Background: an optimization exercise with open tools, aiming at small area and a short achievable clock period. Do not read the settings as production practice. At most, simulation tests tie the RTL to the original design; equivalence was not proved. No functional check of the RTL was part of run 1.

==> flow/design.v (outline; a module is shown in full before it is edited, if it fits) <==
// module FIR_Filter_16tap: 3169 lines
module FIR_Filter_16tap #(parameter N = 16)(
    input clk, reset, enable,
    input [N-1:0] data_in,
    output [31:0] data_out
);
  // ...
==> flow/flow/run.sh <==
#!/bin/bash
# Layout flow: the standard flow with its synthesis netlist replaced by a
# hand-built gate netlist of the same design (flow/hand.py), then
#  - flow/fixpol.py removes inverters around full adders (a full adder is
#    self-dual); the logic function is unchanged;
#  - timing repair aims at a tighter setup margin than the 16 ns clock needs;
#  - ports are buffered with buf_2, and the clock tree uses clkbuf_4/8 with
#    larger sink clusters and no dummy loads.
# The standard synthesis still runs first; if its registers (names and cell
# types) differ from the hand netlist's, its own netlist is kept instead.
set -euo pipefail
MARGIN=${MARGIN:-11.3}
CTS="-sink_clustering_enable -repair_clock_nets -dont_use_dummy_load -buf_list {sky130_fd_sc_hd__clkbuf_8} -sink_clustering_size 15 -sink_clustering_max_diameter 60"
R=orfs/results/sky130hd/FIR_Filter_16tap/base
bash standard.sh synth > make_synth.log 2>&1
cp $R/1_2_yosys.v std_synth.v
python3 flow/hand.py --pol alt --csC --x1c --cpaA bk --cpaY ks -o hand.v > hand.log 2>&1
regs() { grep -o 'dfxtp_1 [^ ]*' "$1" | sort; }
if [[ "$(regs std_synth.v)" == "$(regs hand.v)" ]] && [[ $(regs hand.v | wc -l) -gt 0 ]]; then
  echo "using hand netlist" >> hand.log
  cp hand.v $R/1_2_yosys.v
else
  echo "register mismatch: keeping the standard netlist" >> hand.log
fi
python3 flow/fixpol.py $R/1_2_yosys.v > fixpol.log 2>&1
touch $R/1_2_yosys.v
bash standard.sh finish SETUP_SLACK_MARGIN=$MARGIN "BUFFER_PORTS_ARGS=-buffer_cell sky130_fd_sc_hd__buf_2" "CTS_ARGS=$CTS" > make_finish.log 2>&1
==> flow/flow/fixpol.py <==
#!/usr/bin/env python3
"""Remove inverters around full adders in a mapped sky130hd netlist.

A full adder is self-dual: FA(~a,~b,~c) = (~cout, ~sum).  Yosys' extract_fa
often leaves inverters between adders; this picks, for every fa cell, whether
it works on true or complemented signals so that as few inverters as
possible remain.  The logic function of the netlist is unchanged.
usage: fixpol.py netlist.v  (rewritten in place)
"""
import re, sys, os, collections, random

path = sys.argv[1]
text = open(path).read()
m = re.search(r'^module\s.*?^endmodule', text, re.S | re.M)
body = m.group(0)

cell_re = re.compile(r'^\s*(sky130_fd_sc_hd__\w+)\s+(\S+)\s*\((.*?)\);\s*$', re.S | re.M)
pin_re = re.compile(r'\.(\w+)\(\s*(.*?)\s*\)\s*(?:,|$)', re.S)
OUTPINS = {'X', 'Y', 'Q', 'Q_N', 'SUM', 'COUT', 'HI', 'LO'}

cells = []
for cm in cell_re.finditer(body):
    typ, name, pins = cm.group(1), cm.group(2), cm.group(3)
    pl = [(p, n.strip()) for p, n in pin_re.findall(pins.strip())]
    cells.append([typ, name, pl, cm.start(), cm.end()])

assigns = [(a.start(), a.end(), a.group(1).strip(), a.group(2).strip())
           for a in re.finditer(r'^\s*assign\s+(.*?)\s*=\s*(.*?)\s*;\s*$', body, re.M)]
ports = set()
for pm in re.finditer(r'^\s*(?:input|output|inout)\s+(?:\[[^\]]*\]\s*)?(.*?);', body, re.M):
    for n in pm.group(1).split(','):
        ports.add(n.strip())
def is_port(net):
    base = net.split('[')[0].strip()
    return base in ports or net in ports

inv_of = {}                      # inverter output net -> input net
inv_cells = set()
for i, c in enumerate(cells):
    if re.match(r'sky130_fd_sc_hd__inv_\d+$', c[0]):
        d = dict(c[2])
        if is_port(d['Y']):
            continue             # keep: drives a port
        inv_of[d['Y']] = d['A']
        inv_cells.add(i)

def resolve(n):
    pol = 0
    while n in inv_of:
        n = inv_of[n]; pol ^= 1
    return n, pol

driver_fa = {}                   # root net -> fa cell index
fas = [i for i, c in enumerate(cells) if re.match(r'sky130_fd_sc_hd__fa_\d+$', c[0])]
for i in fas:
    for p, n in cells[i][2]:
        if p in ('SUM', 'COUT'):
            driver_fa[n] = i

# consumers: (cell index or None, pin index or assign idx, root, pol, is_fa)
cons = []
for i, c in enumerate(cells):
    if i in inv_cells: continue
    isfa = i in driver_fa.values() or c[0].startswith('sky130_fd_sc_hd__fa_')
    for k, (p, n) in enumerate(c[2]):
        if p in OUTPINS: continue
        if not n or n.startswith("1'") or n.startswith("'"): continue
        r, pol = resolve(n)
        cons.append(('c', i, k, r, pol, isfa))
for k, (s, e, lhs, rhs) in enumerate(assigns):
    if rhs.startswith("1'") or rhs.startswith('{'): continue
    r, pol = resolve(rhs)
    cons.append(('a', k, None, r, pol, False))

flip = collections.defaultdict(int)
by_root = collections.defaultdict(list)
by_cell = collections.defaultdict(list)
for ci, cn in enumerate(cons):
    by_root[cn[3]].append(ci)
    if cn[0] == 'c' and cn[5]: by_cell[cn[1]].append(ci)

def parity(ci):
    kind, i, k, r, pol, isfa = cons[ci]
    p = pol ^ (flip[driver_fa[r]] if r in driver_fa else 0)
    if isfa: p ^= flip[i]
    return p
def root_cost(r):
    return 1 if any(parity(ci) for ci in by_root[r]) else 0
def fa_roots(i):
    rs = set(cons[ci][3] for ci in by_cell[i])
    for p, n in cells[i][2]:
        if p in ('SUM', 'COUT'): rs.add(n)
    return rs
def total():
    return sum(root_cost(r) for r in by_root)

before = total()
rng = random.Random(1)
roots_of = {i: fa_roots(i) for i in fas}
def delta(i):
    rs = roots_of[i]
    c0 = sum(root_cost(r) for r in rs)
    flip[i] ^= 1
    c1 = sum(root_cost(r) for r in rs)
    flip[i] ^= 1
    return c1 - c0
def greedy():
    improved = True
    while improved:
        improved = False
        for i in fas:
            if delta(i) < 0:
                flip[i] ^= 1; improved = True
greedy()
cur = total(); best = cur; bestflip = dict(flip)
if fas:
    T = 2.0
    steps = int(os.environ.get("FIXPOL_STEPS", "1000")) * len(fas)
    for step in range(steps):
        T = 2.0 * (1 - step / steps) + 0.05
        i = rng.choice(fas)
        d = delta(i)
        if d <= 0 or rng.random() < pow(2.718, -d / T):
            flip[i] ^= 1; cur += d
            if cur < best:
                best = cur; bestflip = dict(flip)
    flip.clear(); flip.update(bestflip)
    greedy()
after = total()

# rewrite
invnet = {}
newcells = []
def comp(r):
    if r not in invnet:
        invnet[r] = '_fixpol_%d_' % len(invnet)
    return invnet[r]
pinrep = {}
for ci, cn in enumerate(cons):
    kind, i, k, r, pol, isfa = cn
    net = comp(r) if parity(ci) else r
    pinrep[(kind, i, k)] = net

out = []
pos = 0
edits = []
for i, c in enumerate(cells):
    if i in inv_cells:
        edits.append((c[3], c[4], ''))
        continue
    pl = []
    for k, (p, n) in enumerate(c[2]):
        pl.append((p, pinrep.get(('c', i, k), n)))
    s = '  %s %s (\n%s\n  );' % (c[0], c[1], ',\n'.join('    .%s(%s)' % (p, n if not n.startswith('\\') else n + ' ') for p, n in pl))
    edits.append((c[3], c[4], s))
for k, (s, e, lhs, rhs) in enumerate(assigns):
    if ('a', k, None) in pinrep:
        n = pinrep[('a', k, None)]
        edits.append((s, e, '  assign %s = %s;' % (lhs, n if not n.startswith('\\') else n + ' ')))
edits.sort()
nb = []
for s, e, rep in edits:
    nb.append(body[pos:s]); nb.append(rep); pos = e
nb.append(body[pos:])
nb = ''.join(nb)
decl = ''.join('  wire %s;\n' % w for w in invnet.values())
invs = ''.join('  sky130_fd_sc_hd__inv_1 _fixpol_inv_%d_ (\n    .A(%s),\n    .Y(%s)\n  );\n' % (j, r if not r.startswith('\\') else r + ' ', w) for j, (r, w) in enumerate(invnet.items()))
nb = nb.replace('endmodule', decl + invs + 'endmodule')
# declarations must come before use for some readers: insert after the port list
hdr_end = nb.index(');') + 2
nb = nb[:hdr_end] + '\n' + decl + nb[hdr_end:].replace(decl + invs + 'endmodule', invs + 'endmodule')
open(path, 'w').write(text[:m.start()] + nb + text[m.end():])
print('fixpol: fa %d, inverters %d -> %d' % (len(fas), len(inv_cells), len(invnet)), file=sys.stderr)
==> flow/standard.sh <==
#!/bin/bash
# synth_recipe.tcl (not shown) runs the flow's synth.tcl, then flattens the netlist and writes it again
# the make line also repeats each setting of config.mk as NAME=value (left out here)
make -C /OpenROAD-flow-scripts/flow DESIGN_CONFIG=/design/flow/config.mk WORK_HOME=/design/flow/orfs CLKGATE_MAP_FILE= SYNTH_SCRIPT=/design/flow/synth_recipe.tcl "${@:-finish}"
==> flow/config.mk <==
export PLATFORM = sky130hd
export DESIGN_NAME = FIR_Filter_16tap
export DESIGN_NICKNAME = FIR_Filter_16tap
export VERILOG_FILES = /design/flow/design.v
export SDC_FILE = /design/flow/constraint.sdc
export NUM_CORES = 4
export LEC_CHECK = 0
export CAP_MARGIN = 20
export CORE_MARGIN = 2
export CORE_UTILIZATION = 70
export SLEW_MARGIN = 20
==> flow/constraint.sdc <==
create_clock -name core_clock -period 16.0 [get_ports {clk}]
set_input_delay 3.2000 -clock core_clock [delete_from_list [all_inputs] [get_ports {clk}]]
set_output_delay 3.2000 -clock core_clock [all_outputs]
set_load 0.01 [all_outputs]
Not shown: flow/flow/hand.py
==> flow_summary.ini, run 1 <==
[outcome]
status = complete, no violations

[floorplanning]
ios = 51
core_um2 = 22400
start_util = 0.708
rows = 55

[hold_path]
hold_end = xn16[13]
hold_class = flop to flop

[clock_network]
clk_path_buf_depth = 3
cts_sinks = 325
htreeDepth = 1

[final_layout]
regArea_um2 = 6510
n_antenna_cell = 0
clkCellAreaFrac = 0.0220
fin_nets = 1805
layout_commonest_cell = dfxtp_1

[sta]
drv_slew = 0
finClkSkew_ps = 36.2

[global_route]
busiest_layer = met2
grt_overflow = 0
grt_use_total = 0.267
grt_max_degree = 94

[worst_setup_path]
r2r-end = y1[18]
max_stage_delay_ps = 370
cp.required_ps = 16450

[placement]
place_area_um2 = 16500

[routing]
drtAntennaViolNets = 0
drc_errors = 0
==> run 2, diff against run 1 <==
--- a/flow/design.v
+++ b/flow/design.v
@@ -1236,47 +1236,44 @@
   wire _h2212_;
   wire _h2214_;
   wire _h2216_;
   wire _h2218_;
   wire _h2220_;
   wire _h2222_;
   wire _h2224_;
   wire _h2226_;
-  wire _h2228_;
   wire _h2230_;
-  wire _h2232_;
   wire _h2234_;
   wire _h2236_;
   wire _h2238_;
   wire _h2240_;
   wire _h2242_;
   wire _h2244_;
   wire _h2246_;
   wire _h2248_;
   wire _h2250_;
   wire _h2252_;
   wire _h2254_;
   wire _h2256_;
   wire _h2258_;
   wire _h2260_;
+  wire _h2262_;
   wire _h2264_;
   wire _h2266_;
+  wire _h2268_;
   wire _h2270_;
+  wire _h2272_;
   wire _h2274_;
   wire _h2276_;
-  wire _h2278_;
   wire _h2280_;
   wire _h2282_;
-  wire _h2284_;
   wire _h2286_;
   wire _h2288_;
-  wire _h2290_;
   wire _h2292_;
-  wire _h2294_;
   wire _h2296_;
   wire _h2298_;
   wire _h2300_;
   wire _h2302_;
   wire _h2304_;
   wire _h2306_;
   wire _h2308_;
   wire _h2310_;
@@ -1287,73 +1284,67 @@
   wire _h2320_;
   wire _h2322_;
   wire _h2324_;
   wire _h2326_;
   wire _h2328_;
   wire _h2330_;
   wire _h2332_;
   wire _h2334_;
-  wire _h2336_;
   wire _h2338_;
-  wire _h2340_;
   wire _h2342_;
-  wire _h2344_;
   wire _h2346_;
   wire _h2348_;
   wire _h2352_;
   wire _h2356_;
-  wire _h2358_;
-  wire _h2362_;
+  wire _h2360_;
   wire _h2364_;
-  wire _h2368_;
   wire _h2372_;
-  wire _h2374_;
   wire _h2376_;
   wire _h2378_;
-  wire _h2380_;
   wire _h2382_;
-  wire _h2384_;
   wire _h2386_;
   wire _h2388_;
-  wire _h2390_;
   wire _h2392_;
-  wire _h2394_;
   wire _h2396_;
   wire _h2398_;
-  wire _h2400_;
   wire _h2402_;
-  wire _h2404_;
   wire _h2406_;
-  wire _h2408_;
-  wire _h2410_;
-  wire _h2412_;
-  wire _h2414_;
   wire _h2416_;
   wire _h2418_;
   wire _h2420_;
   wire _h2422_;
   wire _h2424_;
   wire _h2426_;
   wire _h2428_;
   wire _h2430_;
   wire _h2432_;
   wire _h2434_;
   wire _h2436_;
   wire _h2438_;
+  wire _h2440_;
+  wire _h2442_;
   wire _h2444_;
   wire _h2446_;
+  wire _h2448_;
   wire _h2450_;
+  wire _h2452_;
   wire _h2454_;
+  wire _h2456_;
   wire _h2458_;
   wire _h2460_;
+  wire _h2462_;
   wire _h2464_;
+  wire _h2466_;
   wire _h2468_;
+  wire _h2470_;
   wire _h2472_;
+  wire _h2474_;
   wire _h2476_;
+  wire _h2478_;
   wire _h2480_;
   wire _h2482_;
   wire _h2484_;
   wire _h2486_;
   wire _h2488_;
   wire _h2490_;
   wire _h2492_;
   wire _h2494_;
@@ -1361,80 +1352,18 @@
   wire _h2498_;
   wire _h2500_;
   wire _h2502_;
   wire _h2504_;
   wire _h2506_;
   wire _h2508_;
   wire _h2510_;
   wire _h2512_;
-  wire _h2520_;
-  wire _h2524_;
-  wire _h2526_;
-  wire _h2530_;
-  wire _h2532_;
-  wire _h2536_;
-  wire _h2540_;
-  wire _h2542_;
-  wire _h2546_;
-  wire _h2548_;
-  wire _h2552_;
-  wire _h2554_;
-  wire _h2558_;
-  wire _h2568_;
-  wire _h2570_;
-  wire _h2572_;
-  wire _h2574_;
-  wire _h2576_;
-  wire _h2578_;
-  wire _h2580_;
-  wire _h2582_;
-  wire _h2584_;
-  wire _h2586_;
-  wire _h2588_;
-  wire _h2590_;
-  wire _h2592_;
-  wire _h2594_;
-  wire _h2596_;
-  wire _h2598_;
-  wire _h2600_;
-  wire _h2602_;
-  wire _h2604_;
-  wire _h2606_;
-  wire _h2608_;
-  wire _h2610_;
-  wire _h2612_;
-  wire _h2614_;
-  wire _h2616_;
-  wire _h2618_;
-  wire _h2620_;
-  wire _h2622_;
-  wire _h2624_;
-  wire _h2626_;
-  wire _h2628_;
-  wire _h2630_;
-  wire _h2632_;
-  wire _h2634_;
-  wire _h2636_;
-  wire _h2638_;
-  wire _h2640_;
-  wire _h2642_;
-  wire _h2644_;
-  wire _h2646_;
-  wire _h2648_;
-  wire _h2650_;
-  wire _h2652_;
-  wire _h2654_;
-  wire _h2656_;
-  wire _h2658_;
-  wire _h2660_;
-  wire _h2662_;
-  wire _h2664_;
-  wire _h2666_;
-  wire _h2668_;
+  wire _h2514_;
+  wire _h2516_;
   assign _h1_ = ~(reset | ~enable);
   assign _h3_ = ~_h1_;
   assign _h5_ = data_in[0] & _h1_;
   assign _h7_ = data_in[1] & _h1_;
   assign _h9_ = data_in[2] & _h1_;
   assign _h11_ = data_in[3] & _h1_;
   assign _h13_ = data_in[4] & _h1_;
   assign _h15_ = data_in[5] & _h1_;
@@ -2624,225 +2553,154 @@
   assign _h2170_ = ~(_h2094_ ^ _h2098_);
   assign _h2172_ = ~(_h2100_ & _h2104_);
   assign _h2174_ = ~(_h2100_ ^ _h2104_);
   assign _h2176_ = ~(_h2106_ & _h2110_);
   assign _h2178_ = ~(_h2106_ ^ _h2110_);
   assign _h2180_ = ~(_h2118_ & _h2008_);
   assign _h2182_ = ~(_h2118_ ^ _h2008_);
   assign _h2184_ = ~(_h2120_ | ~_h2026_);
-  assign _h2188_ = ~(_h2126_ | ~_h2026_);
-  assign _h2190_ = ~((_h2130_ | _h2124_) & _h2128_);
-  assign _h2192_ = ~(_h2130_ | _h2126_);
-  assign _h2194_ = ~((_h2134_ | _h2128_) & _h2132_);
-  assign _h2196_ = ~(_h2134_ | _h2130_);
-  assign _h2198_ = ~((_h2138_ | _h2132_) & _h2136_);
-  assign _h2200_ = ~(_h2138_ | _h2134_);
-  assign _h2202_ = ~((_h2142_ | _h2136_) & _h2140_);
-  assign _h2204_ = ~(_h2142_ | _h2138_);
-  assign _h2206_ = ~((_h2146_ | _h2140_) & _h2144_);
-  assign _h2208_ = ~(_h2146_ | _h2142_);
-  assign _h2210_ = ~((_h2150_ | _h2144_) & _h2148_);
-  assign _h2212_ = ~(_h2150_ | _h2146_);
-  assign _h2214_ = ~((_h2154_ | _h2148_) & _h2152_);
-  assign _h2216_ = ~(_h2154_ | _h2150_);
-  assign _h2218_ = ~((_h2158_ | _h2152_) & _h2156_);
-  assign _h2220_ = ~(_h2158_ | _h2154_);
-  assign _h2222_ = ~((_h2162_ | _h2156_) & _h2160_);
-  assign _h2224_ = ~(_h2162_ | _h2158_);
-  assign _h2226_ = ~((_h2166_ | _h2160_) & _h2164_);
-  assign _h2228_ = ~(_h2166_ | _h2162_);
-  assign _h2230_ = ~((_h2170_ | _h2164_) & _h2168_);
-  assign _h2232_ = ~(_h2170_ | _h2166_);
-  assign _h2234_ = ~((_h2174_ | _h2168_) & _h2172_);
-  assign _h2236_ = ~(_h2174_ | _h2170_);
-  assign _h2238_ = ~((_h2178_ | _h2172_) & _h2176_);
-  assign _h2240_ = ~(_h2178_ | _h2174_);
-  assign _h2242_ = ~(_h2176_ | ~_h2116_);
-  assign _h2244_ = ~(_h2178_ | ~_h2116_);
-  assign _h2246_ = ~(_h2182_ | ~_h2116_);
-  assign _h2248_ = ~(_h2180_ | ~_h2010_);
-  assign _h2250_ = ~(_h2182_ | ~_h2010_);
-  assign _h2252_ = ~(_h2012_ & _h2010_);
-  assign _h2254_ = ~(_h2014_ & _h2012_);
-  assign _h2256_ = ~(_h2016_ & _h2014_);
-  assign _h2258_ = ~(_h2018_ & _h2016_);
-  assign _h2260_ = ~(_h2020_ & _h2018_);
-  assign _h2264_ = ~_h2188_;
-  assign _h2266_ = ~((_h2264_ | _h2120_) & _h2124_);
-  assign _h2270_ = ~((_h2192_ & _h2184_) | _h2190_);
-  assign _h2274_ = ~_h2124_;
-  assign _h2276_ = ~((_h2196_ & _h2274_) | _h2194_);
-  assign _h2278_ = ~(_h2196_ & _h2188_);
-  assign _h2280_ = ~((_h2200_ & _h2190_) | _h2198_);
-  assign _h2282_ = ~(_h2200_ & _h2192_);
-  assign _h2284_ = ~((_h2204_ & _h2194_) | _h2202_);
-  assign _h2286_ = ~(_h2204_ & _h2196_);
-  assign _h2288_ = ~((_h2208_ & _h2198_) | _h2206_);
-  assign _h2290_ = ~(_h2208_ & _h2200_);
-  assign _h2292_ = ~((_h2212_ & _h2202_) | _h2210_);
-  assign _h2294_ = ~(_h2212_ & _h2204_);
-  assign _h2296_ = ~((_h2216_ & _h2206_) | _h2214_);
-  assign _h2298_ = ~(_h2216_ & _h2208_);
-  assign _h2300_ = ~((_h2220_ & _h2210_) | _h2218_);
-  assign _h2302_ = ~(_h2220_ & _h2212_);
-  assign _h2304_ = ~((_h2224_ & _h2214_) | _h2222_);
-  assign _h2306_ = ~(_h2224_ & _h2216_);
-  assign _h2308_ = ~((_h2228_ & _h2218_) | _h2226_);
-  assign _h2310_ = ~(_h2228_ & _h2220_);
-  assign _h2312_ = ~((_h2232_ & _h2222_) | _h2230_);
-  assign _h2314_ = ~(_h2232_ & _h2224_);
-  assign _h2316_ = ~((_h2236_ & _h2226_) | _h2234_);
-  assign _h2318_ = ~(_h2236_ & _h2228_);
-  assign _h2320_ = ~((_h2240_ & _h2230_) | _h2238_);
-  assign _h2322_ = ~(_h2240_ & _h2232_);
-  assign _h2324_ = ~((_h2244_ & _h2234_) | _h2242_);
-  assign _h2326_ = ~(_h2244_ & _h2236_);
-  assign _h2328_ = ~((_h2246_ & _h2238_) | ~_h2180_);
-  assign _h2330_ = ~(_h2246_ & _h2240_);
-  assign _h2332_ = ~((_h2250_ & _h2242_) | _h2248_);
-  assign _h2334_ = ~(_h2250_ & _h2244_);
-  assign _h2336_ = ~(_h2252_ | _h2180_);
-  assign _h2338_ = ~(_h2252_ | ~_h2246_);
-  assign _h2340_ = ~(_h2254_ | ~_h2248_);
-  assign _h2342_ = ~(_h2254_ | ~_h2250_);
-  assign _h2344_ = ~(_h2256_ | _h2252_);
-  assign _h2346_ = ~(_h2258_ | _h2254_);
-  assign _h2348_ = ~(_h2260_ | _h2256_);
-  assign _h2352_ = ~((_h2278_ | _h2120_) & _h2276_);
-  assign _h2356_ = ~_h2184_;
-  assign _h2358_ = ~((_h2282_ | _h2356_) & _h2280_);
-  assign _h2362_ = ~_h2266_;
-  assign _h2364_ = ~((_h2286_ | _h2362_) & _h2284_);
-  assign _h2368_ = ~((_h2290_ | _h2270_) & _h2288_);
-  assign _h2372_ = ~((_h2294_ | _h2276_) & _h2292_);
-  assign _h2374_ = ~(_h2294_ | _h2278_);
-  assign _h2376_ = ~((_h2298_ | _h2280_) & _h2296_);
-  assign _h2378_ = ~(_h2298_ | _h2282_);
-  assign _h2380_ = ~((_h2302_ | _h2284_) & _h2300_);
-  assign _h2382_ = ~(_h2302_ | _h2286_);
-  assign _h2384_ = ~((_h2306_ | _h2288_) & _h2304_);
-  assign _h2386_ = ~(_h2306_ | _h2290_);
-  assign _h2388_ = ~((_h2310_ | _h2292_) & _h2308_);
-  assign _h2390_ = ~(_h2310_ | _h2294_);
-  assign _h2392_ = ~((_h2314_ | _h2296_) & _h2312_);
-  assign _h2394_ = ~(_h2314_ | _h2298_);
-  assign _h2396_ = ~((_h2318_ | _h2300_) & _h2316_);
-  assign _h2398_ = ~(_h2318_ | _h2302_);
-  assign _h2400_ = ~((_h2322_ | _h2304_) & _h2320_);
-  assign _h2402_ = ~(_h2322_ | _h2306_);
-  assign _h2404_ = ~((_h2326_ | _h2308_) & _h2324_);
-  assign _h2406_ = ~(_h2326_ | _h2310_);
-  assign _h2408_ = ~((_h2330_ | _h2312_) & _h2328_);
-  assign _h2410_ = ~(_h2330_ | _h2314_);
-  assign _h2412_ = ~((_h2334_ | _h2316_) & _h2332_);
-  assign _h2414_ = ~(_h2334_ | _h2318_);
-  assign _h2416_ = ~_h2320_;
-  assign _h2418_ = ~((_h2338_ & _h2416_) | _h2336_);
-  assign _h2420_ = ~(_h2322_ | ~_h2338_);
-  assign _h2422_ = ~_h2324_;
-  assign _h2424_ = ~((_h2342_ & _h2422_) | _h2340_);
-  assign _h2426_ = ~(_h2326_ | ~_h2342_);
-  assign _h2428_ = ~(_h2328_ | ~_h2344_);
-  assign _h2430_ = ~(_h2330_ | ~_h2344_);
-  assign _h2432_ = ~(_h2332_ | ~_h2346_);
-  assign _h2434_ = ~(_h2334_ | ~_h2346_);
-  assign _h2436_ = ~(_h2348_ & _h2336_);
-  assign _h2438_ = ~(_h2348_ & _h2338_);
-  assign _h2444_ = ~_h2120_;
-  assign _h2446_ = ~((_h2374_ & _h2444_) | _h2372_);
-  assign _h2450_ = ~((_h2378_ & _h2184_) | _h2376_);
-  assign _h2454_ = ~((_h2382_ & _h2266_) | _h2380_);
-  assign _h2458_ = ~_h2270_;
-  assign _h2460_ = ~((_h2386_ & _h2458_) | _h2384_);
-  assign _h2464_ = ~((_h2390_ & _h2352_) | _h2388_);
-  assign _h2468_ = ~((_h2394_ & _h2358_) | _h2392_);
-  assign _h2472_ = ~((_h2398_ & _h2364_) | _h2396_);
-  assign _h2476_ = ~((_h2402_ & _h2368_) | _h2400_);
-  assign _h2480_ = ~((_h2406_ & _h2372_) | _h2404_);
-  assign _h2482_ = ~(_h2406_ & _h2374_);
-  assign _h2484_ = ~((_h2410_ & _h2376_) | _h2408_);
-  assign _h2486_ = ~(_h2410_ & _h2378_);
-  assign _h2488_ = ~((_h2414_ & _h2380_) | _h2412_);
-  assign _h2490_ = ~(_h2414_ & _h2382_);
-  assign _h2492_ = ~((_h2420_ & _h2384_) | ~_h2418_);
-  assign _h2494_ = ~(_h2420_ & _h2386_);
-  assign _h2496_ = ~((_h2426_ & _h2388_) | ~_h2424_);
-  assign _h2498_ = ~(_h2426_ & _h2390_);
-  assign _h2500_ = ~((_h2430_ & _h2392_) | _h2428_);
-  assign _h2502_ = ~(_h2430_ & _h2394_);
-  assign _h2504_ = ~((_h2434_ & _h2396_) | _h2432_);
-  assign _h2506_ = ~(_h2434_ & _h2398_);
-  assign _h2508_ = ~_h2400_;
-  assign _h2510_ = ~((_h2438_ | _h2508_) & _h2436_);
-  assign _h2512_ = ~(_h2438_ | ~_h2402_);
-  assign _h2520_ = ~((_h2482_ | _h2120_) & _h2480_);
-  assign _h2524_ = ~_h2184_;
-  assign _h2526_ = ~((_h2486_ | _h2524_) & _h2484_);
-  assign _h2530_ = ~_h2266_;
-  assign _h2532_ = ~((_h2490_ | _h2530_) & _h2488_);
-  assign _h2536_ = ~((_h2494_ | _h2270_) & _h2492_);
-  assign _h2540_ = ~_h2352_;
-  assign _h2542_ = ~((_h2498_ | _h2540_) & _h2496_);
-  assign _h2546_ = ~_h2358_;
-  assign _h2548_ = ~((_h2502_ | _h2546_) & _h2500_);
-  assign _h2552_ = ~_h2364_;
-  assign _h2554_ = ~((_h2506_ | _h2552_) & _h2504_);
-  assign _h2558_ = ~((_h2512_ & _h2368_) | _h2510_);
-  assign _h2568_ = ~_h2122_;
-  assign _h2570_ = ~_h2568_;
-  assign _h2572_ = _h2026_ ^ _h2120_;
-  assign _h2574_ = _h2126_ ^ _h2184_;
-  assign _h2576_ = _h2130_ ^ _h2266_;
-  assign _h2578_ = ~(_h2134_ ^ _h2270_);
-  assign _h2580_ = _h2138_ ^ _h2352_;
-  assign _h2582_ = _h2142_ ^ _h2358_;
-  assign _h2584_ = _h2146_ ^ _h2364_;
-  assign _h2586_ = _h2150_ ^ _h2368_;
-  assign _h2588_ = ~(_h2154_ ^ _h2446_);
-  assign _h2590_ = ~(_h2158_ ^ _h2450_);
-  assign _h2592_ = ~(_h2162_ ^ _h2454_);
-  assign _h2594_ = ~(_h2166_ ^ _h2460_);
-  assign _h2596_ = ~(_h2170_ ^ _h2464_);
-  assign _h2598_ = ~(_h2174_ ^ _h2468_);
-  assign _h2600_ = ~(_h2178_ ^ _h2472_);
-  assign _h2602_ = _h2116_ ^ _h2476_;
-  assign _h2604_ = _h2182_ ^ _h2520_;
-  assign _h2606_ = ~(_h2010_ ^ _h2526_);
-  assign _h2608_ = ~(_h2012_ ^ _h2532_);
-  assign _h2610_ = ~(_h2014_ ^ _h2536_);
-  assign _h2612_ = ~(_h2016_ ^ _h2542_);
-  assign _h2614_ = ~(_h2018_ ^ _h2548_);
-  assign _h2616_ = ~(_h2020_ ^ _h2554_);
-  assign _h2618_ = _h2022_ ^ _h2558_;
-  assign _h2620_ = ~(_h2570_ | _h3_);
-  assign _h2622_ = ~(_h2572_ | _h3_);
-  assign _h2624_ = ~(_h2574_ | _h3_);
-  assign _h2626_ = ~(_h2576_ | _h3_);
-  assign _h2628_ = ~(_h2578_ | _h3_);
-  assign _h2630_ = ~(_h2580_ | _h3_);
-  assign _h2632_ = ~(_h2582_ | _h3_);
-  assign _h2634_ = ~(_h2584_ | _h3_);
-  assign _h2636_ = ~(_h2586_ | _h3_);
-  assign _h2638_ = ~(_h2588_ | _h3_);
-  assign _h2640_ = ~(_h2590_ | _h3_);
-  assign _h2642_ = ~(_h2592_ | _h3_);
-  assign _h2644_ = ~(_h2594_ | _h3_);
-  assign _h2646_ = ~(_h2596_ | _h3_);
-  assign _h2648_ = ~(_h2598_ | _h3_);
-  assign _h2650_ = ~(_h2600_ | _h3_);
-  assign _h2652_ = ~(_h2602_ | _h3_);
-  assign _h2654_ = ~(_h2604_ | _h3_);
-  assign _h2656_ = ~(_h2606_ | _h3_);
-  assign _h2658_ = ~(_h2608_ | _h3_);
-  assign _h2660_ = ~(_h2610_ | _h3_);
-  assign _h2662_ = ~(_h2612_ | _h3_);
-  assign _h2664_ = ~(_h2614_ | _h3_);
-  assign _h2666_ = ~(_h2616_ | _h3_);
-  assign _h2668_ = ~(_h2618_ | _h3_);
+  assign _h2188_ = ~((_h2130_ | _h2124_) & _h2128_);
+  assign _h2190_ = ~(_h2130_ | _h2126_);
+  assign _h2192_ = ~((_h2138_ | _h2132_) & _h2136_);
+  assign _h2194_ = ~(_h2138_ | _h2134_);
+  assign _h2196_ = ~((_h2146_ | _h2140_) & _h2144_);
+  assign _h2198_ = ~(_h2146_ | _h2142_);
+  assign _h2200_ = ~((_h2154_ | _h2148_) & _h2152_);
+  assign _h2202_ = ~(_h2154_ | _h2150_);
+  assign _h2204_ = ~((_h2162_ | _h2156_) & _h2160_);
+  assign _h2206_ = ~(_h2162_ | _h2158_);
+  assign _h2208_ = ~((_h2170_ | _h2164_) & _h2168_);
+  assign _h2210_ = ~(_h2170_ | _h2166_);
+  assign _h2212_ = ~((_h2178_ | _h2172_) & _h2176_);
+  assign _h2214_ = ~(_h2178_ | _h2174_);
+  assign _h2216_ = ~(_h2182_ | ~_h2116_);
+  assign _h2218_ = ~(_h2012_ & _h2010_);
+  assign _h2220_ = ~(_h2016_ & _h2014_);
+  assign _h2222_ = ~(_h2020_ & _h2018_);
+  assign _h2224_ = ~_h2184_;
+  assign _h2226_ = ~((_h2126_ | _h2224_) & _h2124_);
+  assign _h2230_ = ~((_h2190_ & _h2184_) | _h2188_);
+  assign _h2234_ = ~_h2192_;
+  assign _h2236_ = ~((_h2142_ | _h2234_) & _h2140_);
+  assign _h2238_ = ~(_h2142_ | ~_h2194_);
+  assign _h2240_ = ~((_h2198_ & _h2192_) | _h2196_);
+  assign _h2242_ = ~(_h2198_ & _h2194_);
+  assign _h2244_ = ~_h2200_;
+  assign _h2246_ = ~((_h2158_ | _h2244_) & _h2156_);
+  assign _h2248_ = ~(_h2158_ | ~_h2202_);
+  assign _h2250_ = ~((_h2206_ & _h2200_) | _h2204_);
+  assign _h2252_ = ~(_h2206_ & _h2202_);
+  assign _h2254_ = ~_h2208_;
+  assign _h2256_ = ~((_h2174_ | _h2254_) & _h2172_);
+  assign _h2258_ = ~(_h2174_ | ~_h2210_);
+  assign _h2260_ = ~((_h2214_ & _h2208_) | _h2212_);
+  assign _h2262_ = ~(_h2214_ & _h2210_);
+  assign _h2264_ = ~(_h2180_ | ~_h2010_);
+  assign _h2266_ = ~(_h2010_ & _h2216_);
+  assign _h2268_ = ~(_h2218_ | _h2180_);
+  assign _h2270_ = ~(_h2218_ | ~_h2216_);
+  assign _h2272_ = ~(_h2220_ | ~_h2018_);
+  assign _h2274_ = ~(_h2222_ | _h2220_);
+  assign _h2276_ = ~((_h2134_ | _h2230_) & _h2132_);
+  assign _h2280_ = ~_h2230_;
+  assign _h2282_ = ~((_h2194_ & _h2280_) | _h2192_);
+  assign _h2286_ = ~_h2230_;
+  assign _h2288_ = ~((_h2238_ & _h2286_) | _h2236_);
+  assign _h2292_ = ~((_h2242_ | _h2230_) & _h2240_);
+  assign _h2296_ = ~((_h2166_ | _h2250_) & _h2164_);
+  assign _h2298_ = ~(_h2166_ | _h2252_);
+  assign _h2300_ = ~_h2250_;
+  assign _h2302_ = ~((_h2210_ & _h2300_) | _h2208_);
+  assign _h2304_ = ~(_h2252_ | ~_h2210_);
+  assign _h2306_ = ~_h2250_;
+  assign _h2308_ = ~((_h2258_ & _h2306_) | _h2256_);
+  assign _h2310_ = ~(_h2252_ | ~_h2258_);
+  assign _h2312_ = ~((_h2262_ | _h2250_) & _h2260_);
+  assign _h2314_ = ~(_h2262_ | _h2252_);
+  assign _h2316_ = ~(_h2014_ & _h2268_);
+  assign _h2318_ = ~(_h2014_ & _h2270_);
+  assign _h2320_ = ~(_h2220_ | ~_h2268_);
+  assign _h2322_ = ~(_h2220_ | ~_h2270_);
+  assign _h2324_ = ~(_h2272_ & _h2268_);
+  assign _h2326_ = ~(_h2272_ & _h2270_);
+  assign _h2328_ = ~(_h2274_ & _h2268_);
+  assign _h2330_ = ~(_h2274_ & _h2270_);
+  assign _h2332_ = ~_h2292_;
+  assign _h2334_ = ~((_h2150_ | _h2332_) & _h2148_);
+  assign _h2338_ = ~((_h2202_ & _h2292_) | _h2200_);
+  assign _h2342_ = ~((_h2248_ & _h2292_) | _h2246_);
+  assign _h2346_ = ~_h2292_;
+  assign _h2348_ = ~((_h2252_ | _h2346_) & _h2250_);
+  assign _h2352_ = ~((_h2298_ & _h2292_) | _h2296_);
+  assign _h2356_ = ~((_h2304_ & _h2292_) | ~_h2302_);
+  assign _h2360_ = ~((_h2310_ & _h2292_) | ~_h2308_);
+  assign _h2364_ = ~((_h2314_ & _h2292_) | _h2312_);
+  assign _h2372_ = ~(_h2364_ | ~_h2116_);
+  assign _h2376_ = ~_h2216_;
+  assign _h2378_ = ~((_h2376_ | _h2364_) & _h2180_);
+  assign _h2382_ = ~((_h2266_ | _h2364_) & ~_h2264_);
+  assign _h2386_ = ~_h2364_;
+  assign _h2388_ = ~((_h2270_ & _h2386_) | _h2268_);
+  assign _h2392_ = ~((_h2318_ | _h2364_) & _h2316_);
+  assign _h2396_ = ~_h2364_;
+  assign _h2398_ = ~((_h2322_ & _h2396_) | _h2320_);
+  assign _h2402_ = ~((_h2326_ | _h2364_) & _h2324_);
+  assign _h2406_ = ~((_h2330_ | _h2364_) & _h2328_);
+  assign _h2416_ = ~_h2122_;
+  assign _h2418_ = ~_h2416_;
+  assign _h2420_ = _h2026_ ^ _h2120_;
+  assign _h2422_ = _h2126_ ^ _h2184_;
+  assign _h2424_ = _h2130_ ^ _h2226_;
+  assign _h2426_ = ~(_h2134_ ^ _h2230_);
+  assign _h2428_ = _h2138_ ^ _h2276_;
+  assign _h2430_ = ~(_h2142_ ^ _h2282_);
+  assign _h2432_ = ~(_h2146_ ^ _h2288_);
+  assign _h2434_ = _h2150_ ^ _h2292_;
+  assign _h2436_ = _h2154_ ^ _h2334_;
+  assign _h2438_ = ~(_h2158_ ^ _h2338_);
+  assign _h2440_ = ~(_h2162_ ^ _h2342_);
+  assign _h2442_ = _h2166_ ^ _h2348_;
+  assign _h2444_ = ~(_h2170_ ^ _h2352_);
+  assign _h2446_ = ~(_h2174_ ^ _h2356_);
+  assign _h2448_ = ~(_h2178_ ^ _h2360_);
+  assign _h2450_ = _h2116_ ^ _h2364_;
+  assign _h2452_ = _h2182_ ^ _h2372_;
+  assign _h2454_ = ~(_h2010_ ^ _h2378_);
+  assign _h2456_ = ~(_h2012_ ^ _h2382_);
+  assign _h2458_ = _h2014_ ^ _h2388_;
+  assign _h2460_ = ~(_h2016_ ^ _h2392_);
+  assign _h2462_ = _h2018_ ^ _h2398_;
+  assign _h2464_ = ~(_h2020_ ^ _h2402_);
+  assign _h2466_ = ~(_h2022_ ^ _h2406_);
+  assign _h2468_ = ~(_h2418_ | _h3_);
+  assign _h2470_ = ~(_h2420_ | _h3_);
+  assign _h2472_ = ~(_h2422_ | _h3_);
+  assign _h2474_ = ~(_h2424_ | _h3_);
+  assign _h2476_ = ~(_h2426_ | _h3_);
+  assign _h2478_ = ~(_h2428_ | _h3_);
+  assign _h2480_ = ~(_h2430_ | _h3_);
+  assign _h2482_ = ~(_h2432_ | _h3_);
+  assign _h2484_ = ~(_h2434_ | _h3_);
+  assign _h2486_ = ~(_h2436_ | _h3_);
+  assign _h2488_ = ~(_h2438_ | _h3_);
+  assign _h2490_ = ~(_h2440_ | _h3_);
+  assign _h2492_ = ~(_h2442_ | _h3_);
+  assign _h2494_ = ~(_h2444_ | _h3_);
+  assign _h2496_ = ~(_h2446_ | _h3_);
+  assign _h2498_ = ~(_h2448_ | _h3_);
+  assign _h2500_ = ~(_h2450_ | _h3_);
+  assign _h2502_ = ~(_h2452_ | _h3_);
+  assign _h2504_ = ~(_h2454_ | _h3_);
+  assign _h2506_ = ~(_h2456_ | _h3_);
+  assign _h2508_ = ~(_h2458_ | _h3_);
+  assign _h2510_ = ~(_h2460_ | _h3_);
+  assign _h2512_ = ~(_h2462_ | _h3_);
+  assign _h2514_ = ~(_h2464_ | _h3_);
+  assign _h2516_ = ~(_h2466_ | _h3_);
   always @(posedge clk) begin
     x1[0] <= _h5_;
     x1[1] <= _h7_;
     x1[2] <= _h9_;
     x1[3] <= _h11_;
     x1[4] <= _h13_;
     x1[5] <= _h15_;
     x1[6] <= _h17_;
@@ -3134,36 +2992,36 @@
     Cs[19] <= _h1565_;
     Cc[19] <= _h1567_;
     Cs[20] <= _h1569_;
     Cc[20] <= _h1571_;
     Cs[21] <= _h1573_;
     Cs[22] <= _h1575_;
     Cs[23] <= _h1577_;
     Cs[24] <= _h1579_;
-    y1[0] <= _h2620_;
-    y1[1] <= _h2622_;
-    y1[2] <= _h2624_;
-    y1[3] <= _h2626_;
-    y1[4] <= _h2628_;
-    y1[5] <= _h2630_;
-    y1[6] <= _h2632_;
-    y1[7] <= _h2634_;
-    y1[8] <= _h2636_;
-    y1[9] <= _h2638_;
-    y1[10] <= _h2640_;
-    y1[11] <= _h2642_;
-    y1[12] <= _h2644_;
-    y1[13] <= _h2646_;
-    y1[14] <= _h2648_;
-    y1[15] <= _h2650_;
-    y1[16] <= _h2652_;
-    y1[17] <= _h2654_;
-    y1[18] <= _h2656_;
-    y1[19] <= _h2658_;
-    y1[20] <= _h2660_;
-    y1[21] <= _h2662_;
-    y1[22] <= _h2664_;
-    y1[23] <= _h2666_;
-    y1[24] <= _h2668_;
+    y1[0] <= _h2468_;
+    y1[1] <= _h2470_;
+    y1[2] <= _h2472_;
+    y1[3] <= _h2474_;
+    y1[4] <= _h2476_;
+    y1[5] <= _h2478_;
+    y1[6] <= _h2480_;
+    y1[7] <= _h2482_;
+    y1[8] <= _h2484_;
+    y1[9] <= _h2486_;
+    y1[10] <= _h2488_;
+    y1[11] <= _h2490_;
+    y1[12] <= _h2492_;
+    y1[13] <= _h2494_;
+    y1[14] <= _h2496_;
+    y1[15] <= _h2498_;
+    y1[16] <= _h2500_;
+    y1[17] <= _h2502_;
+    y1[18] <= _h2504_;
+    y1[19] <= _h2506_;
+    y1[20] <= _h2508_;
+    y1[21] <= _h2510_;
+    y1[22] <= _h2512_;
+    y1[23] <= _h2514_;
+    y1[24] <= _h2516_;
   end
   assign data_out = {7'd0, y1};
 endmodule
--- a/flow/flow/run.sh
+++ b/flow/flow/run.sh
@@ -4,22 +4,22 @@
 #  - flow/fixpol.py removes inverters around full adders (a full adder is
 #    self-dual); the logic function is unchanged;
 #  - timing repair aims at a tighter setup margin than the 16 ns clock needs;
 #  - ports are buffered with buf_2, and the clock tree uses clkbuf_4/8 with
 #    larger sink clusters and no dummy loads.
 # The standard synthesis still runs first; if its registers (names and cell
 # types) differ from the hand netlist's, its own netlist is kept instead.
 set -euo pipefail
-MARGIN=${MARGIN:-11.3}
+MARGIN=${MARGIN:-11}
 CTS="-sink_clustering_enable -repair_clock_nets -dont_use_dummy_load -buf_list {sky130_fd_sc_hd__clkbuf_8} -sink_clustering_size 15 -sink_clustering_max_diameter 60"
 R=orfs/results/sky130hd/FIR_Filter_16tap/base
 bash standard.sh synth > make_synth.log 2>&1
 cp $R/1_2_yosys.v std_synth.v
-python3 flow/hand.py --pol alt --csC --x1c --cpaA bk --cpaY ks -o hand.v > hand.log 2>&1
+python3 flow/hand.py --pol alt --csC --x1c --cpaA bk -o hand.v > hand.log 2>&1
 regs() { grep -o 'dfxtp_1 [^ ]*' "$1" | sort; }
 if [[ "$(regs std_synth.v)" == "$(regs hand.v)" ]] && [[ $(regs hand.v | wc -l) -gt 0 ]]; then
   echo "using hand netlist" >> hand.log
   cp hand.v $R/1_2_yosys.v
 else
   echo "register mismatch: keeping the standard netlist" >> hand.log
 fi
 python3 flow/fixpol.py $R/1_2_yosys.v > fixpol.log 2>&1
==> run 2 against run 1 <==
  * Sequential share of layout area increased by 1.8 points
  * Non-clock buffer count decreased by 9
  * First-iteration DRC count increased by 7.5%
  * Die area decreased by 2.0%
  * Critical endpoint is now y1[20]
  * Highest routed layer unchanged
==> flow_summary.ini, run 2 <==
[worst_setup_path]
rrSetupSlack_ps = 11380
start_kind = input pin
r2r-end = y1[18]
reg2regPathDepth = 21
r2r-start = y1[2]
worstSetupEndpointType = flop
critPathMaxFanout = 6
critPathKind = input pin to flop
cp.required_ps = 16430
arrival_ps = 5270

[routing]
wl_met3_um = 855
met1_length_um = 12300
avgViaCountPerCell = 5.17
vias = 8859
met2WireLength_um = 14400
drtAntennaViolNets = 0
routed.top_layer = met4
first_pass_iters = 4
drc_errors = 0
wl_um = 28000
wire_per_inst_um = 16.3
dr.first_iter.drc_count = 374

[placement]
dp_slack_ps = 9760
dp.cells = 1678
place_area_um2 = 16200
dp_hpwl_um = 21500
place.gp.congestion = 0.824
portBuffers = 43

[hold_path]
holdPathStages = 1
hold_class = flop to flop
hold_end = xn12[2]
min_from = x11[2]

[final_layout]
drive_gt1_frac = 0.0704
largest_registers = Cs (25), y1 (25), Cc (19)
nFillCells = 1435
final_cells = 1714
layout_commonest_cell = dfxtp_1
mostFrequentLayoutCells = dfxtp_1, fa_1, nand2_1, nor2_1, inv_1
area_growth_pct = 7.39
fin_nets = 1722
final_area_um2 = 16700
n_antenna_cell = 0
finish.utilization = 0.766

[clock_network]
cts_hold_buffers = 0
clkLatencyLatePin_ps = 590
htreeDepth = 1
cts_made_buffers = 28
cts_root_buf = clkbuf_8
cts_sinks = 325
clkTransAtPathRegs_ps = 70
cts_tree = built
clk_path_buf_depth = 3

[sta]
fin_crit_ps = 4840
max_slew_margin = 0.302
setup_viol = 0
fmax_mhz = 207
finClkSkew_ps = 58.2
fin_tns_setup_ps = 0
hold_violations = 0
fin_crit_sh = 0.302
rsz0062_at_grt = no
hold_ws_ps = 363
tightest_slew_ps = 1050
drv_slew = 0
worst_slack_ps = 11160

[floorplanning]
ios = 51
die_w_um = 153
start_util = 0.713
rows = 54
dieArea_um2 = 23400
core_um2 = 21800
fp.dieH_um = 153

[global_route]
grt_overflow = 0
grt_max_degree = 100
grt_use_total = 0.257
grt_pass1_wl_um = 48400
antenna_found_initial = 0
grt_pass1_vias = 9754

[synth]
syn-num-nets = 1638
syn_avg_cell_area_um2 = 11.5
yosys_warnings = 1
netlist_area_um2 = 15600
postSynthCellCount = 1352

[outcome]
status = complete, no violations

[job]
maxCapViolations = 0
==> run 2: routing by layer <==
layer / track usage / vias to the layer above
met5: 0 / -
met4: 0.0525 / 0
met2: 0.442 / 115
li1: - / 4204
met3: 0.0315 / 41
met1: 0.361 / 4499
==> run 2: how the worst max path moves through the flow <==
stage / start / to / slack, ps / cells past startpoint
after CTS: data_in[3] / y1[20] / 11000 / 12
final: data_in[4] / y1[20] / 11160 / 12
after detailed placement: data_in[3] / y1[20] / 9760 / 12
after floorplan: enable / Cc[10] / 8350 / 3
after global placement: data_in[3] / y1[22] / 9880 / 12
after global routing: data_in[4] / y1[22] / 10990 / 12
==> run 2: layout make-up <==
cell class,instances,area [um^2],area share
inverters,117,442,0.0264
flip-flops and latches,325,6510,0.389
clock buffers,28,385,0.0231
multi-input cells,910,8740,0.523
repair buffers,54,298,0.0178
well taps,280,350,0.0210
==> run 2: critical path: stages <==
cell and delay, ps:
buf_2 180, xor2_1 190, xor2_1 290, xnor2_2 180
o21ai_0 210, a21oi_2 240, o21ai_4 100, a21oi_4 210
inv_1 80, a21oi_1 180, xor2_1 160, nor2_1 60
==> run 2: timing repair <==
action                     in CTS  in global routing
buffers inserted                3                  5
pin swaps                       2                  5
setup endpoints to repair      15                  9
resized for setup               7                 19
==> run 3, diff against run 2 <==
--- a/flow/flow/run.sh
+++ b/flow/flow/run.sh
@@ -9,7 +9,7 @@
 # The standard synthesis still runs first; if its registers (names and cell
 # types) differ from the hand netlist's, its own netlist is kept instead.
 set -euo pipefail
-MARGIN=${MARGIN:-11}
+MARGIN=${MARGIN:-11.3}
 CTS="-sink_clustering_enable -repair_clock_nets -dont_use_dummy_load -buf_list {sky130_fd_sc_hd__clkbuf_8} -sink_clustering_size 15 -sink_clustering_max_diameter 60"
 R=orfs/results/sky130hd/FIR_Filter_16tap/base
 bash standard.sh synth > make_synth.log 2>&1
==> run 3 against run 2 <==
  * First-iteration DRC count down 9.6%
  * Setup slack improved by 150 ps
  * Die area did not move
  * Synthesized area did not move
  * Critical path depth stayed put
  * Maximum frequency is 3.2% higher
  * Register-to-register slack improved by 210 ps
  * Global-route usage is 0.21 points higher
  * Clock-buffer cell count unchanged
  * Utilization rose by 2.4 points
  * Still clean
==> flow_summary.ini, run 3 <==
[final_layout]
final_area_um2 = 17200
mostFrequentLayoutCells = dfxtp_1, fa_1, nand2_1, nor2_1, inv_1
nFillCells = 1360
layout_commonest_cell = dfxtp_1
drive_gt1_frac = 0.115
fin_nets = 1736
area_growth_pct = 10.7
n_antenna_cell = 0
largest_registers = Cs (25), y1 (25), Cc (19)

[floorplanning]
dieArea_um2 = 23400
rows = 54
die_w_um = 153
fp.dieH_um = 153
start_util = 0.713
ios = 51
core_um2 = 21800

[placement]
place.gp.congestion = 0.824
dp_slack_ps = 9760
portBuffers = 43
dp_hpwl_um = 21500
place_area_um2 = 16200

[routing]
wire_per_inst_um = 16.7
drc_errors = 0
drtAntennaViolNets = 0
dr.first_iter.drc_count = 338
avgViaCountPerCell = 5.21
wl_um = 28900
vias = 8996
first_pass_iters = 4

[sta]
setup_viol = 0
fmax_mhz = 213
max_slew_margin = 0.298
drv_slew = 0
finClkSkew_ps = 62.9
rsz0062_at_grt = yes
fin_tns_setup_ps = 0
worst_slack_ps = 11310
hold_violations = 0
fin_crit_sh = 0.293
hold_ws_ps = 364
fin_crit_ps = 4690
tightest_slew_ps = 1050

[global_route]
grt_overflow = 0
grt_pass1_vias = 9814
antenna_found_initial = 0
grt_use_total = 0.259
grt_pass1_wl_um = 48600
grt_max_degree = 100

[clock_network]
clk_path_buf_depth = 3
clkTransAtPathRegs_ps = 70
htreeDepth = 1
cts_sinks = 325
cts_tree = built
cts_hold_buffers = 0
clkLatencyLatePin_ps = 600
cts_made_buffers = 28
cts_root_buf = clkbuf_8

[synth]
syn-num-nets = 1638
postSynthCellCount = 1352
syn_avg_cell_area_um2 = 11.5
yosys_warnings = 1
netlist_area_um2 = 15600

[worst_setup_path]
start_kind = input pin
worstSetupEndpointType = flop
cp.required_ps = 16430
critPathMaxFanout = 6
r2r-end = y1[24]
reg2regPathDepth = 20
rrSetupSlack_ps = 11590
arrival_ps = 5120
critPathKind = input pin to flop
r2r-start = y1[2]

[hold_path]
hold_class = flop to flop
min_from = x11[2]
holdPathStages = 1
hold_end = xn12[2]

[outcome]
status = complete, no violations

[job]
maxCapViolations = 0
==> run 3: changes by cell type in the layout (fill, tap and decap cells not counted), sizes merged <==
cell    delta
buf        +9
clkbuf     +5
==> run 3: worst max path at each step <==
stage	start	endpoint	slack, ps
global route	data_in[7]	y1[22]	11210
global placement	data_in[3]	y1[22]	9880
CTS	data_in[9]	y1[20]	11310
floorplan	enable	Cc[10]	8350
finish	data_in[11]	y1[20]	11310
detailed placement	data_in[3]	y1[20]	9760
==> run 3: timing repair <==
item / 4_1_cts / 5_1_grt
gates resized for setup: 32 / 93
setup buffers: 7 / 15
endpoints found under the setup margin: 20 / 16
pin swaps: 7 / 35
==> run 3: per-stage QoR <==
stage,utilization,instances
final,0.790,1728
after global routing,0.790,1728
after CTS,0.767,1713
after detailed placement,0.741,1678
after global placement,0.741,1678
after floorplan,-,1352
==> run 3: cell type report <==
type                    count  area (um^2)  share of cell area
flip-flops and latches    325         6510               0.378
repair buffers             68          475              0.0276
inverters                 117          442              0.0256
clock buffers              28          385              0.0224
well taps                 280          350              0.0203
multi-input cells         910         9070               0.527
==> run 3: per-layer routing <==
metal | up-vias | part of all wire | global-route usage | routed length [um]
met4 | 0 | 0.022 | 0.0556 | 629
li1 | 4236 | - | - | -
met1 | 4572 | 0.43 | 0.362 | 12300
met3 | 51 | 0.036 | 0.0318 | 1030
met5 | - | 0 | 0 | 0
met2 | 137 | 0.52 | 0.446 | 15000
==> run 3: worst max-delay path, stage by stage <==
cell and delay, ps:
buf_2 170, xor2_2 200, xor2_2 210, xnor2_2 260, o21ai_1 140, a21oi_2 190, o21ai_2 90, a21oi_4 200
inv_2 80, a21oi_2 150, xor2_1 160, nor2_1 60
==> run 4, diff against run 3 <==
--- a/flow/flow/run.sh
+++ b/flow/flow/run.sh
@@ -9,7 +9,7 @@
 # The standard synthesis still runs first; if its registers (names and cell
 # types) differ from the hand netlist's, its own netlist is kept instead.
 set -euo pipefail
-MARGIN=${MARGIN:-11.3}
+MARGIN=${MARGIN:-11.5}
 CTS="-sink_clustering_enable -repair_clock_nets -dont_use_dummy_load -buf_list {sky130_fd_sc_hd__clkbuf_8} -sink_clustering_size 15 -sink_clustering_max_diameter 60"
 R=orfs/results/sky130hd/FIR_Filter_16tap/base
 bash standard.sh synth > make_synth.log 2>&1
==> run 4 against run 3 <==
  * Clock skew shrank 1.8 ps
  * Utilization up 1.5 points
  * Routed wire length rose by 3.6%
  * Setup slack got worse by 28 ps
  * Critical endpoint is now y1[22]
  * First-iteration DRC count is 14% higher
  * Highest routed layer unchanged
  * Critical path depth is the same
  * Sequential cell count is the same
  * Synthesized cell count is the same
  * Non-clock buffer count grew 21
  * Final cell count rose by 1.2%
==> flow_summary.ini, run 4 <==
[global_route]
grt_pass1_vias = 9938
antenna_found_initial = 0
grt_overflow = 0
met1_usage = 0.365
grt_pass1_wl_um = 49300
grt_max_degree = 100
grt_use_total = 0.263
use_met3 = 0.0329
grt.met2_usage = 0.457
busiest_layer = met2

[final_layout]
regArea_um2 = 6520
largest_registers = Cs (25), y1 (25), Cc (19)
mostFrequentLayoutCells = dfxtp_1, fa_1, nand2_1, nor2_1, inv_1
fin_nets = 1757
area_growth_pct = 12.8
final_cells = 1749
multi_input_area_um2 = 9140
nFillCells = 1297
n_antenna_cell = 0
drive_gt1_frac = 0.148
finish.utilization = 0.805
layout_commonest_cell = dfxtp_1

[clock_network]
cts_tree = built
cts_root_buf = clkbuf_8
clkTransAtPathRegs_ps = 100
clk_path_buf_depth = 3
cts_made_buffers = 28
htreeDepth = 1
clkLatencyLatePin_ps = 600
cts_sinks = 325

[routing]
wl_um = 30000
drtAntennaViolNets = 0
wire_per_inst_um = 17.1
avgViaCountPerCell = 5.22
dr.first_iter.drc_count = 384
first_pass_iters = 6
drc_errors = 0
vias = 9133

[synth]
syn_avg_cell_area_um2 = 11.5
netlist_area_um2 = 15600
syn-num-nets = 1638
yosys_warnings = 1
postSynthCellCount = 1352

[sta]
fmax_mhz = 212
fin_crit_ps = 4720
finClkSkew_ps = 61.1
setup_viol = 0
drv_slew = 0
max_slew_margin = 0.296
fin_crit_sh = 0.295
tightest_slew_ps = 1060
fin_tns_setup_ps = 0
hold_ws_ps = 363
hold_violations = 0
rsz0062_at_grt = yes

[hold_path]
hold_class = flop to flop

[job]
maxCapViolations = 0

[outcome]
status = complete, no violations

[floorplanning]
rows = 54
dieArea_um2 = 23400
core_um2 = 21800
ios = 51
start_util = 0.713
fp.dieH_um = 153
die_w_um = 153

[worst_setup_path]
start_kind = input pin
arrival_ps = 5150
critPathMaxFanout = 6
worstSetupEndpointType = flop
critPathKind = input pin to flop
cp.required_ps = 16440

[placement]
portBuffers = 43
place.gp.congestion = 0.824
dp_hpwl_um = 21500
dp.cells = 1678
## run 4: area by class of cell
class | count | area share
Multi-Input combinational cell | 910 | 0.521
Sequential cell | 325 | 0.371
Timing Repair Buffer | 89 | 0.0410
Inverter | 117 | 0.0253
Clock buffer | 28 | 0.0219
Tap cell | 280 | 0.0199
## run 4: final timing paths
path	cells after the start	slack (ps)	start	end
worst max-delay path	12	11280	data_in[5]	y1[22]
worst min register to register	1	360	x11[2]	xn12[2]
worst min-delay path	1	360	x11[2]	xn12[2]
worst max register to register	21	11510	y1[2]	y1[22]
## run 4: metrics by stage
stage	instance area, um^2	worst slack (ps)
global placement	16200	9880
detailed placement	16200	9760
global route	17600	11190
floorplan	15600	8350
finish	17600	11280
CTS	17000	11400
## run 4: worst max-delay path: stages
cell and delay, ps:
buf_12 120, xor2_4 180, xor2_2 200, xnor2_2 310, nor2_2 100, a21oi_2 200
o21ai_4 100, a21oi_4 250, inv_2 90, a21oi_2 170, xor2_1 180, nor2_1 60
## run 4: timing repair
| action | in CTS | in global routing |
|---|---|---|
| hold buffers | 0 | 0 |
| gates resized for setup | 93 | 89 |
| pin swaps | 28 | 57 |
| setup buffers | 17 | 26 |
| setup endpoints to repair | 99 | 88 |
## run 4: routing by layer
layer  part of all wire  vias up
met1               0.42     4671
met2               0.52      144
met3              0.033       50
met5                  0        -
li1                   -     4268
met4              0.020        0
==> run 5, diff against run 4 <==
--- a/flow/flow/run.sh
+++ b/flow/flow/run.sh
@@ -9,7 +9,7 @@
 # The standard synthesis still runs first; if its registers (names and cell
 # types) differ from the hand netlist's, its own netlist is kept instead.
 set -euo pipefail
-MARGIN=${MARGIN:-11.5}
+MARGIN=${MARGIN:-11.3}
 CTS="-sink_clustering_enable -repair_clock_nets -dont_use_dummy_load -buf_list {sky130_fd_sc_hd__clkbuf_8} -sink_clustering_size 15 -sink_clustering_max_diameter 60"
 R=orfs/results/sky130hd/FIR_Filter_16tap/base
 bash standard.sh synth > make_synth.log 2>&1
--- a/flow/config.mk
+++ b/flow/config.mk
@@ -7,5 +7,5 @@
 export LEC_CHECK = 0
 export CAP_MARGIN = 20
 export CORE_MARGIN = 2
-export CORE_UTILIZATION = 70
+export CORE_UTILIZATION = 80
 export SLEW_MARGIN = 20
==> run 5 against run 4 <==
  * Register-to-register slack got worse by 310 ps
  * Design area fell by 2.0%
  * Worst hold slack improved by 21 ps
  * Sequential cell count did not move
  * Global-route usage rose by 7.7 points
  * Critical path type unchanged
  * Via count rose by 12%
  * Critical path depth rose by 1
  * Synthesized area did not move
  * Synthesized cell count did not move
==> flow_summary.ini, run 5 <==
[job]
maxCapViolations = 0

[final_layout]
layout_commonest_cell = dfxtp_1
final_area_um2 = 17200
mostFrequentLayoutCells = dfxtp_1, fa_1, nand2_1, nor2_1, inv_1
fin_nets = 1737
finish.utilization = 0.893
n_antenna_cell = 0
area_growth_pct = 10.5
final_cells = 1714
drive_gt1_frac = 0.119
largest_registers = Cs (25), y1 (25), Cc (19)

[floorplanning]
start_util = 0.808
dieArea_um2 = 20600
fp.dieH_um = 143
ios = 51
core_um2 = 19300
die_w_um = 143
rows = 51

[placement]
place_area_um2 = 16200
portBuffers = 43
dp_slack_ps = 9870
dp_hpwl_um = 23600
place.gp.congestion = 0.825
dp.cells = 1662

[routing]
drc_errors = 0
drtAntennaViolNets = 0
avgViaCountPerCell = 5.94
wl_um = 40100
dr.first_iter.drc_count = 693
wire_per_inst_um = 23.4
first_pass_iters = 5
vias = 10200

[sta]
fmax_mhz = 208
hold_ws_ps = 384
finClkSkew_ps = 43.3
fin_crit_sh = 0.301
tightest_slew_ps = 737
worst_slack_ps = 11190
drv_slew = 0
rsz0062_at_grt = no
hold_violations = 0
setup_viol = 0
fin_crit_ps = 4810
fin_tns_setup_ps = 0
max_slew_margin = 0.509

[worst_setup_path]
worstSetupEndpointType = flop
max_stage_delay_ps = 250
arrival_ps = 5310
critPathKind = input pin to flop
crit_buf_inv = 3
path_cells = clkbuf_4 > xor2_1 > xor2_1 > xnor2_1 > nor2_1 > nand2_1 > o21ai_4 > a21oi_2 > buf_6 > buf_4 > nor2b_1 > xor2_1 > nor2_1
cp_common_cell = xor2_1
start_kind = input pin
cp.required_ps = 16500
worst_path_max_delay_cell = xor2_1
critPathMaxFanout = 7
crit_family = XOR/XNOR gates

[clock_network]
cts_made_buffers = 26
cts_sinks = 325
clkLatencyLatePin_ps = 610
clkTransAtPathRegs_ps = 110
cts_root_buf = clkbuf_8
cts_hold_buffers = 0
htreeDepth = 1
clk_path_buf_depth = 3
cts_tree = built

[global_route]
grt_max_degree = 166
antenna_found_initial = 1
grt_pass1_vias = 10600
grt_use_total = 0.340
grt_pass1_wl_um = 52900
grt_overflow = 0

[synth]
syn-num-nets = 1638
syn_avg_cell_area_um2 = 11.5
netlist_area_um2 = 15600
yosys_warnings = 1
postSynthCellCount = 1352

[hold_path]
hold_class = flop to flop

[outcome]
status = complete, no violations
run 5: worst paths after layout:
path | from | to | depth (start not counted) | slack (ps)
worst min register to register | x11[9] | xn12[9] | 1 | 380
worst max-delay path | data_in[3] | y1[17] | 13 | 11190
worst max register to register | y1[2] | y1[17] | 21 | 11200
worst min-delay path | x11[9] | xn12[9] | 1 | 380
run 5: repair_timing:
| item | in CTS | in global routing |
|---|---|---|
| endpoints found under the setup margin | 17 | 15 |
| pin swaps | 6 | 36 |
| gates resized for setup | 31 | 90 |
| endpoints found under the hold margin | 0 | 0 |
| setup buffers | 8 | 17 |
run 5: area by class of cell:
cell class              instances  area [um^2]
flip-flops and latches        325         6510
clock buffers                  26          358
inverters                     117          442
fillers                       753         2060
repair buffers                 71          507
multi-input cells             910         9060
well taps                     265          332
run 5: worst register-to-register path: stages (launching register included):
cell,delay (ps)
dfxtp_1,420
or2_1,290
fa_1,440
xnor2_1,310
o21ai_0,240
a21oi_1,230
o21ai_2,100
buf_4,170
a21oi_1,230
o21ai_0,150
xnor2_1,220
maj3_1,460
xnor2_2,220
nor2_1,160
nand2_1,120
nor2_2,160
a21oi_2,70
buf_6,140
buf_4,140
nor2b_1,160
xor2_1,200
nor2_1,70
run 5: layer usage:
layer | up-vias | share of wire | GRT usage
met5 | - | 0.00042 | 0
met4 | 2 | 0.075 | 0.143
met3 | 238 | 0.057 | 0.0413
met2 | 518 | 0.53 | 0.614
met1 | 5203 | 0.34 | 0.418
li1 | 4226 | - | -

## separate check: timing with driven ports
The flow's constraints put no driver on any port. The routed layouts listed below were extracted and timed again, unchanged, in two steps.
Step 1 sets driving cells, clkbuf_16 on the clock port and buf_2 on the other inputs (assumed; they add their load-dependent delay and slew).
Step 2 also shifts input and output timing later by t, the mid clock arrival at the registers, as if the neighbouring blocks saw the same clock.
Three values: ideal ports, drivers, drivers and shift; two values: the first two.
| run | shift t [ns] | slack for setup (ns) | pins driven straight from the clock port |
|---|---|---|---|
| run 1 | 0.615 | 11.283 / 11.281 / 10.666 | 1 |
| run 2 | 0.609 | 11.162 / 11.186 / 10.577 | 1 |
| run 3 | 0.611 | 11.311 / 11.328 / 10.717 | 1 |
| run 4 | 0.613 | 11.282 / 11.277 / 10.664 | 1 |
| run 5 | 0.640 | 11.187 / 11.197 / 10.563 | 1 |
After both steps setup and hold are still met in every run listed. The setup slack of run 5, which loses most, moves by +0.010 ns with the drivers and by -0.624 ns with both steps.
